This is an optimization exercise on Yosys and OpenROAD, whose aim is small area, not a production implementation.
The RTL was checked by simulation tests, not by an equivalence proof against the original design.
Power figures rest on the tool's default switching activity, not on a simulated workload.

the reference run:
==> flow/design.v (excerpt) <==
module axi_timer_averager #(
    parameter integer DEFAULT_SAMPLES_SERIE = 2,
    parameter integer S_AXI_LITE_DATA_WIDTH = 32  ,
    parameter integer S_AXI_LITE_ADDR_WIDTH = 32
) (
    input  logic                                 CLK               ,
    input  logic                                 RESETN            ,
    input  logic [    S_AXI_LITE_ADDR_WIDTH-1:0] S_AXI_LITE_AWADDR ,
    input  logic [                          2:0] S_AXI_LITE_AWPROT ,
    input  logic                                 S_AXI_LITE_AWVALID,
    output logic                                 S_AXI_LITE_AWREADY,
    input  logic [    S_AXI_LITE_DATA_WIDTH-1:0] S_AXI_LITE_WDATA  ,
    input  logic [(S_AXI_LITE_DATA_WIDTH/8)-1:0] S_AXI_LITE_WSTRB  ,
    input  logic                                 S_AXI_LITE_WVALID ,
    output logic                                 S_AXI_LITE_WREADY ,
    output logic [                          1:0] S_AXI_LITE_BRESP  ,
  ...
Size in the first run: about 1400 cells after synthesis, ~15000 um^2 of cells after synthesis.
Settings: LEC_CHECK=0, CAP_MARGIN=20, CELL_PAD_IN_SITES_DETAIL_PLACEMENT=1, CELL_PAD_IN_SITES_GLOBAL_PLACEMENT=2, CORE_MARGIN=2, CORE_UTILIZATION=60, GPL_ROUTABILITY_DRIVEN=1, PLACE_DENSITY=0.7, SLEW_MARGIN=20; clock period 8.0 ns.
standard.sh (not shown) runs the stock make flow with config.mk's settings and CLKGATE_MAP_FILE= SYNTH_SCRIPT=/design/flow/synth_recipe.tcl, a recipe that flattens the netlist after the stock synthesis.
==> flow/flow/run.sh <==
#!/bin/bash
# Standard ORFS layout with two changes: ports are buffered with the smallest
# buffer, and clock tree synthesis inserts no dummy loads and uses larger
# sink clusters of clkbuf_8.
set -uo pipefail
bash standard.sh \
  "BUFFER_PORTS_ARGS=-buffer_cell sky130_fd_sc_hd__buf_1" \
  "CTS_ARGS=-sink_clustering_enable -repair_clock_nets -dont_use_dummy_load -sink_clustering_size 30 -sink_clustering_max_diameter 100 -buf_list sky130_fd_sc_hd__clkbuf_8" \
  finish > run_standard.log 2>&1
rc=$?
echo "standard.sh exit $rc"
exit $rc
The reference run never completed, since it errored out during global placement without I/O (3_1_place_gp_skip_io).
Here is what was changed in the inputs of the trial run compared with the reference run.
==> flow/flow/run.sh <==
#!/bin/bash
# Standard ORFS layout with two changes: ports are buffered with the smallest
# buffer, and clock tree synthesis inserts no dummy loads and uses clkbuf_8.
set -uo pipefail
bash standard.sh \
  "BUFFER_PORTS_ARGS=-buffer_cell sky130_fd_sc_hd__buf_1" \
  "CTS_ARGS=-sink_clustering_enable -repair_clock_nets -dont_use_dummy_load -sink_clustering_size 30 -buf_list sky130_fd_sc_hd__clkbuf_8" \
  finish > run_standard.log 2>&1
rc=$?
echo "standard.sh exit $rc"
exit $rc
--- a/flow/config.mk
+++ b/flow/config.mk
@@ -11,5 +11,4 @@
 export CORE_MARGIN = 2
-export CORE_UTILIZATION = 60
+export CORE_UTILIZATION = 35
 export GPL_ROUTABILITY_DRIVEN = 1
-export PLACE_DENSITY = 0.7
 export SLEW_MARGIN = 20
Findings:
- Diff the trial run..the reference run | number of instances in the synthesized netlist | unchanged
- The trial run against the reference run: sequential area share after synthesis now sits at about the same level, unique cell type count in the Yosys netlist now sits at about the same level, die height now sits higher, share of synthesized flip-flops with an asynchronous set or reset now sits at about the same level.
- Post-synthesis instance area: the trial run vs the reference run — no meaningful difference
- For the die width, the trial run came in 30% higher than the reference run did.
- The trial run went all the way through the flow, and no timing, DRC or antenna check failed.
- The trial run and the reference run ended up with nearly the same fraction of the mapped netlist area in simple logic gates.
- In the reports for the trial run and the reference run, the larger initial standard-cell utilization of the core belongs to the reference run.
- The trial run ended up with a higher number of standard-cell rows in the floorplan than the reference run did.

== rev 12 ==
axi_timer_averager again, from the RTL that the note above started with.
==> flow/config.mk <==
export PLATFORM = sky130hd
export DESIGN_NAME = axi_timer_averager
export DESIGN_NICKNAME = axi_timer_averager
export VERILOG_FILES = /design/flow/design.v
export SDC_FILE = /design/flow/constraint.sdc
export NUM_CORES = 4
export LEC_CHECK = 0
export CAP_MARGIN = 20
export CELL_PAD_IN_SITES_DETAIL_PLACEMENT = 1
export CELL_PAD_IN_SITES_GLOBAL_PLACEMENT = 2
export CORE_MARGIN = 2
export CORE_UTILIZATION = 35
export CTS_BUF_LIST = sky130_fd_sc_hd__clkbuf_8
export CTS_CLUSTER_SIZE = 30
export GPL_ROUTABILITY_DRIVEN = 1
export SLEW_MARGIN = 20
==> flow/constraint.sdc <==
create_clock -name core_clock -period 8.0 [get_ports {CLK}]
set_input_delay 1.6000 -clock core_clock [delete_from_list [all_inputs] [get_ports {CLK}]]
set_output_delay 1.6000 -clock core_clock [all_outputs]
set_load 0.01 [all_outputs]
run.sh (not shown) runs the stock make flow with config.mk's settings and CLKGATE_MAP_FILE= SYNTH_SCRIPT=/design/flow/synth_recipe.tcl, a recipe that flattens the netlist after the stock synthesis.
Stock flow here: none of the scripts above is used.
diff inputs: rev 12 => rev 13
- CTS_CLUSTER_SIZE no longer set, was 30
- CTS_BUF_LIST no longer set, was sky130_fd_sc_hd__clkbuf_8
### Flow results
On worst-case hold slack, rev 12 and rev 13 are basically level.
Clock group total power (rev 13 vs. rev 12) increases by more than 10%
Compared with rev 12, rev 13 has extra setup slack.
met2 routed wirelength of rev 13 falls short of that of rev 12 slightly.
Re utilization: rev 12 and rev 13 aren't equal, and the lower value belongs to rev 12.
For combinational power, rev 13 and rev 12 come out practically identical.
Rev 13 vs. rev 12: clock network fraction of total power went up by 3.8 points.
[compare] base=rev 12 new=rev 13: final cell count without fillers decreased 1.6%; worst ir drop on vdd increased 28%.

static timing again, ports no longer ideal:
How much do the figures lean on ideal ports? The routed layouts below were timed once more, with nothing changed but the port constraints.
Step 1 (the two cells are an assumption about what drives the block):
set clk [get_ports {CLK}]
set_driving_cell -lib_cell sky130_fd_sc_hd__clkbuf_16 $clk
set_driving_cell -lib_cell sky130_fd_sc_hd__buf_2 [delete_from_list [all_inputs] $clk]
Step 2 adds t to the input delays and takes it off the output delays; t is the mean of the earliest and latest rising clock arrival at the registers after step 1. Input paths then give back, and output paths get back, about the clock's delay inside the block.
a / b / c = no drivers / after step 1 / after step 2; a / b = the first two.
| run | shift t [ns] | setup slack, ns | worst hold slack (ns) |
|---|---|---|---|
| the trial run | 0.656 | 1.113 / 1.113 / 1.113 | 0.384 / 0.384 / 0.384 |
| rev 12 | 0.681 | 1.189 / 1.189 / 1.189 | 0.381 / 0.381 / 0.381 |
| rev 13 | 0.601 | 1.205 / 1.205 / 1.205 | 0.384 / 0.384 / 0.384 |
After both steps setup and hold are still met in every run listed.
